From an optimization exercise on the open Yosys and OpenROAD flow, aimed at small area, a short achievable clock period and few clock cycles per item; shortcuts taken in it are not production practice. Power and IR drop assume default switching activity.

// systolic_pe
module systolic_pe(
  clk, reset, cntrl,
  i_stb, o_stb, i_busy, o_busy,
  data_in, weight_in, acc_in,
  acc_out, data_out, weight_out
);
Size: ~310 cells after synthesis, roughly 4200 um2 of cells after synthesis.
Settings: LEC_CHECK=0, CAP_MARGIN=20, CORE_MARGIN=2, CORE_UTILIZATION=40, SETUP_SLACK_MARGIN=0, SLEW_MARGIN=20; clock period 5.0 ns.
standard.sh (not shown) runs the stock make flow with config.mk's settings and CLKGATE_MAP_FILE= SYNTH_SCRIPT=/design/flow/synth_recipe.tcl, a recipe that flattens the netlist after the stock synthesis.
==> flow/flow/run.sh <==
#!/bin/bash
# The standard layout, with two changes: Yosys's synth runs without its quick
# internal abc pass (so the full adders extract without inverters; the final
# abc mapping still runs), and the port buffers are plain buffer cells.
set -euo pipefail
export SYNTH_ARGS="-noabc"
export BUFFER_PORTS_ARGS="-buffer_cell sky130_fd_sc_hd__buf_2"
bash standard.sh finish > standard_flow.log 2>&1
The baseline ran to the end with no violations.
Change:
--- a/flow/design.v
+++ b/flow/design.v
@@ -205,30 +205,30 @@
   wire [16:0] row0 = {1'b0, fa47_c, fa46_c, fa45_c, fa44_c, fa43_c, fa42_c, fa41_c, fa40_c, fa39_c, fa38_c, fa37_c, fa36_c, fa35_c, ha7_c, pp1_0, acc_in[0]};
   wire [16:0] row1 = {1'b0, acc_in[15], fa47_s, fa46_s, fa45_s, fa44_s, fa43_s, fa42_s, fa41_s, fa40_s, fa39_s, fa38_s, fa37_s, fa36_s, fa35_s, ha7_s, pp0_0};
   wire top = row0[16] | row1[16];
   reg [7:0]  data_r;
   reg [7:0]  weight_r;
   reg [15:0] acc_hi_r;
-  wire [6:0] sum_lo = row0[5:0] + row1[5:0];
-  reg  [5:0] sum_lo_r;
-  reg  [16:6] row0_r;
-  reg  [15:6] row1_r;
+  wire [8:0] sum_lo = row0[7:0] + row1[7:0];
+  reg  [7:0] sum_lo_r;
+  reg  [16:8] row0_r;
+  reg  [15:8] row1_r;
   reg  cin_r;
   always @(posedge clk) begin
     if (load) begin
       data_r   <= data_in;
       weight_r <= weight_in;
       acc_hi_r <= acc_in[31:16];
-      sum_lo_r <= sum_lo[5:0];
-      cin_r    <= sum_lo[6];
-      row0_r   <= {top, row0[15:6]};
-      row1_r   <= row1[15:6];
+      sum_lo_r <= sum_lo[7:0];
+      cin_r    <= sum_lo[8];
+      row0_r   <= {top, row0[15:8]};
+      row1_r   <= row1[15:8];
     end
   end
-  wire [11:0] mid = {row0_r[15:6], cin_r} + {row1_r[15:6], cin_r};
-  wire inc = mid[11] | row0_r[16];
+  wire [9:0] mid = {row0_r[15:8], cin_r} + {row1_r[15:8], cin_r};
+  wire inc = mid[9] | row0_r[16];
   wire [15:0] all1;
   assign all1[0] = 1'b1;
   assign all1[1] = &acc_hi_r[0:0];
   assign all1[2] = &acc_hi_r[1:0];
   assign all1[3] = &acc_hi_r[2:0];
   assign all1[4] = &acc_hi_r[3:0];
@@ -241,10 +241,10 @@
   assign all1[11] = &acc_hi_r[10:0];
   assign all1[12] = &acc_hi_r[11:0];
   assign all1[13] = &acc_hi_r[12:0];
   assign all1[14] = &acc_hi_r[13:0];
   assign all1[15] = &acc_hi_r[14:0];
   wire [15:0] hi = acc_hi_r ^ (all1 & {16{inc}});
-  assign acc_out    = {hi, mid[10:1], sum_lo_r};
+  assign acc_out    = {hi, mid[8:1], sum_lo_r};
   assign data_out   = data_r;
   assign weight_out = weight_r;
 endmodule
Outcome:
- The changed run completed without violations
- synthesized cell count falls slightly
- total power rises slightly
- register-to-register slack improves by 220 ps
- count of clock-buffer cells in the layout stays the same
- area after synthesis falls slightly
- fmax rises slightly
- design area falls slightly
- first-iteration DRC count falls by a quarter to a third
No run of this note included a check of the RTL's function; only the layout flow was run.

* * *

Setup of alpha:
systolic_pe, a different RTL version from the one above (not shown whole).
For scale: about 320 cells after synthesis, about 62 flip-flops, ~4300 um2 of cells after synthesis.
clock: 5.0 ns
lec_check: 0
cap_margin: 20
core_margin: 2
core_utilization: 40
setup_slack_margin: 0
slew_margin: 20
Scripts as last shown in full above: flow/flow/run.sh
## Diff of input files: beta against alpha
--- a/flow/design.v
+++ b/flow/design.v
@@ -216,16 +216,34 @@
     if (load) begin
       data_r   <= data_in;
       weight_r <= weight_in;
       acc_hi_r <= acc_in[31:16];
       sum_lo_r <= sum_lo[3:0];
       cin_r    <= sum_lo[4];
       row0_r   <= row0[16:4];
       row1_r   <= row1[16:4];
     end
   end
   wire [13:0] mid = {row0_r[15:4], cin_r} + {row1_r[15:4], cin_r};
-  wire [15:0] hi = acc_hi_r + {15'd0, mid[13] | row0_r[16] | row1_r[16]};
+  wire inc = mid[13] | row0_r[16] | row1_r[16];
+  wire [15:0] all1;
+  assign all1[0] = 1'b1;
+  assign all1[1] = &acc_hi_r[0:0];
+  assign all1[2] = &acc_hi_r[1:0];
+  assign all1[3] = &acc_hi_r[2:0];
+  assign all1[4] = &acc_hi_r[3:0];
+  assign all1[5] = &acc_hi_r[4:0];
+  assign all1[6] = &acc_hi_r[5:0];
+  assign all1[7] = &acc_hi_r[6:0];
+  assign all1[8] = &acc_hi_r[7:0];
+  assign all1[9] = &acc_hi_r[8:0];
+  assign all1[10] = &acc_hi_r[9:0];
+  assign all1[11] = &acc_hi_r[10:0];
+  assign all1[12] = &acc_hi_r[11:0];
+  assign all1[13] = &acc_hi_r[12:0];
+  assign all1[14] = &acc_hi_r[13:0];
+  assign all1[15] = &acc_hi_r[14:0];
+  wire [15:0] hi = acc_hi_r ^ (all1 & {16{inc}});
   assign acc_out    = {hi, mid[12:1], sum_lo_r};
   assign data_out   = data_r;
   assign weight_out = weight_r;
 endmodule
[summary]
Of alpha and beta, the run reporting the higher via count was beta. beta finished all stages; the layout is clean. Compared with alpha, beta shows a higher tightest hold margin. Of alpha and beta, alpha shows the higher part of the cycle the worst path needs, with beta below it. Summary of beta over alpha: peak ir drop on the vdd network went up by about 30%, adder-cell area share of the yosys netlist now smaller, minimum setup slack after placement went up, maximum frequency has increased.
No run of this note included a check of the RTL's function; only the layout flow was run.

* * *

RTL: one of the versions met above, not the one the previous note started from.
Size: ~310 cells after synthesis, ~60 flip-flops, ~100 I/O pins.
## systolic_pe
module systolic_pe(
  clk, reset, cntrl,
  i_stb, o_stb, i_busy, o_busy,
  data_in, weight_in, acc_in,
  acc_out, data_out, weight_out
);
export LEC_CHECK = 0
export CAP_MARGIN = 20
export CORE_MARGIN = 2
export CORE_UTILIZATION = 40
export SETUP_SLACK_MARGIN = 1.5
export SLEW_MARGIN = 20
create_clock -name core_clock -period 5.0 [get_ports {clk}]
==> flow/flow/run.sh <==
#!/bin/bash
# The standard layout, with two changes: Yosys's synth runs without its quick
# internal abc pass (so the full adders extract without inverters; the final
# abc mapping still runs), and the port buffers are plain buffer cells.
set -euo pipefail
export SYNTH_ARGS="-noabc"
export BUFFER_PORTS_ARGS="-buffer_cell sky130_fd_sc_hd__buf_1"
export CTS_ARGS="-sink_clustering_enable -repair_clock_nets -dont_use_dummy_load"
bash standard.sh finish > standard_flow.log 2>&1
Rerun with:
--- a/flow/design.v
+++ b/flow/design.v
@@ -202,49 +202,49 @@
   wire fa46_c = (fa23_c & fa34_s) | (fa23_c & fa33_c) | (fa34_s & fa33_c);
   wire fa47_s = acc_in[14] ^ pp7_7 ^ fa34_c;
   wire fa47_c = (acc_in[14] & pp7_7) | (acc_in[14] & fa34_c) | (pp7_7 & fa34_c);
   wire [16:0] row0 = {1'b0, fa47_c, fa46_c, fa45_c, fa44_c, fa43_c, fa42_c, fa41_c, fa40_c, fa39_c, fa38_c, fa37_c, fa36_c, fa35_c, ha7_c, pp1_0, acc_in[0]};
   wire [16:0] row1 = {1'b0, acc_in[15], fa47_s, fa46_s, fa45_s, fa44_s, fa43_s, fa42_s, fa41_s, fa40_s, fa39_s, fa38_s, fa37_s, fa36_s, fa35_s, ha7_s, pp0_0};
   wire top = row0[16] | row1[16];
   reg [7:0]  data_r;
   reg [7:0]  weight_r;
   reg [15:0] acc_hi_r;
-  wire [6:0] sum_lo = row0[5:0] + row1[5:0];
-  reg  [5:0] sum_lo_r;
-  reg  [16:6] row0_r;
-  reg  [15:6] row1_r;
+  wire [9:0] sum_lo = row0[8:0] + row1[8:0];
+  reg  [8:0] sum_lo_r;
+  reg  [16:9] row0_r;
+  reg  [15:9] row1_r;
   reg  cin_r;
   always @(posedge clk) begin
     if (load) begin
       data_r   <= data_in;
       weight_r <= weight_in;
       acc_hi_r <= acc_in[31:16];
-      sum_lo_r <= sum_lo[5:0];
-      cin_r    <= sum_lo[6];
-      row0_r   <= {top, row0[15:6]};
-      row1_r   <= row1[15:6];
+      sum_lo_r <= sum_lo[8:0];
+      cin_r    <= sum_lo[9];
+      row0_r   <= {top, row0[15:9]};
+      row1_r   <= row1[15:9];
     end
   end
-  wire [11:0] mid = {row0_r[15:6], cin_r} + {row1_r[15:6], cin_r};
-  wire inc = mid[11] | row0_r[16];
+  wire [8:0] mid = {row0_r[15:9], cin_r} + {row1_r[15:9], cin_r};
+  wire inc = mid[8] | row0_r[16];
   wire [15:0] all1;
   assign all1[0] = 1'b1;
   assign all1[1] = &acc_hi_r[0:0];
   assign all1[2] = &acc_hi_r[1:0];
   assign all1[3] = &acc_hi_r[2:0];
   assign all1[4] = &acc_hi_r[3:0];
   assign all1[5] = &acc_hi_r[4:0];
   assign all1[6] = &acc_hi_r[5:0];
   assign all1[7] = &acc_hi_r[6:0];
   assign all1[8] = &acc_hi_r[7:0];
   assign all1[9] = &acc_hi_r[8:0];
   assign all1[10] = &acc_hi_r[9:0];
   assign all1[11] = &acc_hi_r[10:0];
   assign all1[12] = &acc_hi_r[11:0];
   assign all1[13] = &acc_hi_r[12:0];
   assign all1[14] = &acc_hi_r[13:0];
   assign all1[15] = &acc_hi_r[14:0];
   wire [15:0] hi = acc_hi_r ^ (all1 & {16{inc}});
-  assign acc_out    = {hi, mid[10:1], sum_lo_r};
+  assign acc_out    = {hi, mid[7:1], sum_lo_r};
   assign data_out   = data_r;
   assign weight_out = weight_r;
 endmodule
Outcome:
- The changed run completed without violations
- sequential share of layout area decreases by 3.1 points
- worst setup slack loses 0.35 ns
- via count went up by 1.1%
- sequential cell count goes down by 3
- final cell count went up by 0.71%
- routed wire length increases by 6.3%
Function was not checked in any run of this note: the RTL went through the layout flow alone.

* * *

Another version of the RTL of systolic_pe (not shown whole).
Size in the first run: about 62 flip-flops, roughly 100 I/O pins, ~0.0043 sq mm of cells after synthesis.
Settings: LEC_CHECK=0, CAP_MARGIN=20, CORE_MARGIN=2, CORE_UTILIZATION=40, SETUP_SLACK_MARGIN=0, SLEW_MARGIN=20; clock period 5.0 ns.
==> flow/flow/run.sh <==
#!/bin/bash
# The standard layout, with two changes: Yosys's synth runs without its quick
# internal abc pass (so the full adders extract without inverters; the final
# abc mapping still runs), and the port buffers are plain buffer cells.
set -euo pipefail
export SYNTH_ARGS="-noabc"
export BUFFER_PORTS_ARGS="-buffer_cell sky130_fd_sc_hd__buf_2"
bash standard.sh finish > standard_flow.log 2>&1
==> next run, changes <==
--- a/flow/design.v
+++ b/flow/design.v
@@ -200,31 +200,31 @@
   wire fa45_c = (fa32_c & fa23_s) | (fa32_c & fa33_s) | (fa23_s & fa33_s);
   wire fa46_s = fa33_c ^ acc_in[13] ^ fa34_s;
   wire fa46_c = (fa33_c & acc_in[13]) | (fa33_c & fa34_s) | (acc_in[13] & fa34_s);
   wire fa47_s = fa34_c ^ pp7_7 ^ acc_in[14];
   wire fa47_c = (fa34_c & pp7_7) | (fa34_c & acc_in[14]) | (pp7_7 & acc_in[14]);
   wire [16:0] row0 = {1'b0, fa47_c, fa46_c, fa45_c, fa44_c, fa43_c, fa42_c, fa41_c, fa40_c, fa39_c, fa38_c, fa37_c, fa36_c, fa35_c, ha7_c, acc_in[1], pp0_0};
   wire [16:0] row1 = {1'b0, acc_in[15], fa47_s, fa46_s, fa45_s, fa44_s, fa43_s, fa42_s, fa41_s, fa40_s, fa39_s, fa38_s, fa37_s, fa36_s, fa35_s, ha7_s, acc_in[0]};
   reg [7:0]  data_r;
   reg [7:0]  weight_r;
   reg [15:0] acc_hi_r;
-  wire [4:0] sum_lo = row0[3:0] + row1[3:0];
-  reg  [3:0] sum_lo_r;
-  reg  [16:4] row0_r;
-  reg  [16:4] row1_r;
+  wire [8:0] sum_lo = row0[7:0] + row1[7:0];
+  reg  [7:0] sum_lo_r;
+  reg  [16:8] row0_r;
+  reg  [16:8] row1_r;
   reg  cin_r;
   always @(posedge clk) begin
     if (load) begin
       data_r   <= data_in;
       weight_r <= weight_in;
       acc_hi_r <= acc_in[31:16];
-      sum_lo_r <= sum_lo[3:0];
-      cin_r    <= sum_lo[4];
-      row0_r   <= row0[16:4];
-      row1_r   <= row1[16:4];
+      sum_lo_r <= sum_lo[7:0];
+      cin_r    <= sum_lo[8];
+      row0_r   <= row0[16:8];
+      row1_r   <= row1[16:8];
     end
   end
-  wire [31:4] hi = {acc_hi_r, row0_r[15:4]} + {15'd0, row1_r[16] | row0_r[16], row1_r[15:4]} + cin_r;
+  wire [31:8] hi = {acc_hi_r, row0_r[15:8]} + {15'd0, row1_r[16] | row0_r[16], row1_r[15:8]} + cin_r;
   assign acc_out    = {hi, sum_lo_r};
   assign data_out   = data_r;
   assign weight_out = weight_r;
 endmodule
Sequential share of layout area goes down by 1.3 points.
Power goes down by 5.3%.
Cell area goes down by 3.0%.
Register-to-register slack is better by 0.13 ns.
Setup slack is worse by 0.041 ns.
First-iteration DRC count goes down by 29%.
Function was not checked in any run of this note: the RTL went through the layout flow alone.

==> port drivers added, routing unchanged <==
In the flow no input, the clock included, has a driving cell. The finished layouts below were timed again as built, in two steps.
Step 1 assumes that a clkbuf_16 drives the clock port and a buf_2 every other input.
Step 2 adds t to the input delays and takes it off the output delays; t is the mean of the earliest and latest rising clock arrival at the registers after step 1. Input paths then give back, and output paths get back, about the clock's delay inside the block.
Three values: no drivers, after step 1, after step 2; two values: the first two.
| run | t, ns | setup WS [ns] | worst register clock-pin slew, ns | worst data-port slew with drivers (ns) |
|---|---|---|---|---|
| the first run of note 1 | 0.379 | 1.344 / 1.314 / 1.473 | 0.07 / 0.07 | 0.04 |
| the second run of note 1 | 0.364 | 1.372 / 1.379 / 1.015 | 0.08 / 0.08 | 0.04 |
| alpha | 0.377 | 0.782 / 0.750 / 1.126 | 0.08 / 0.08 | 0.04 |
| beta | 0.384 | 1.351 / 1.318 / 1.451 | 0.08 / 0.08 | 0.04 |
| the first run of note 3 | 0.355 | 1.499 / 1.467 / 1.296 | 0.08 / 0.08 | 0.04 |
| the second run of note 3 | 0.356 | 1.152 / 1.133 / 0.778 | 0.07 / 0.07 | 0.06 |
| the first run of note 4 | 0.370 | 1.122 / 1.090 / 1.446 | 0.08 / 0.08 | 0.04 |
| the second run of note 4 | 0.357 | 1.081 / 1.051 / 0.847 | 0.07 / 0.07 | 0.05 |
After both steps every run listed still meets setup and hold. For the second run of note 3, which loses most, drivers alone change the setup slack by -0.019 ns; drivers and shift together by -0.374 ns.
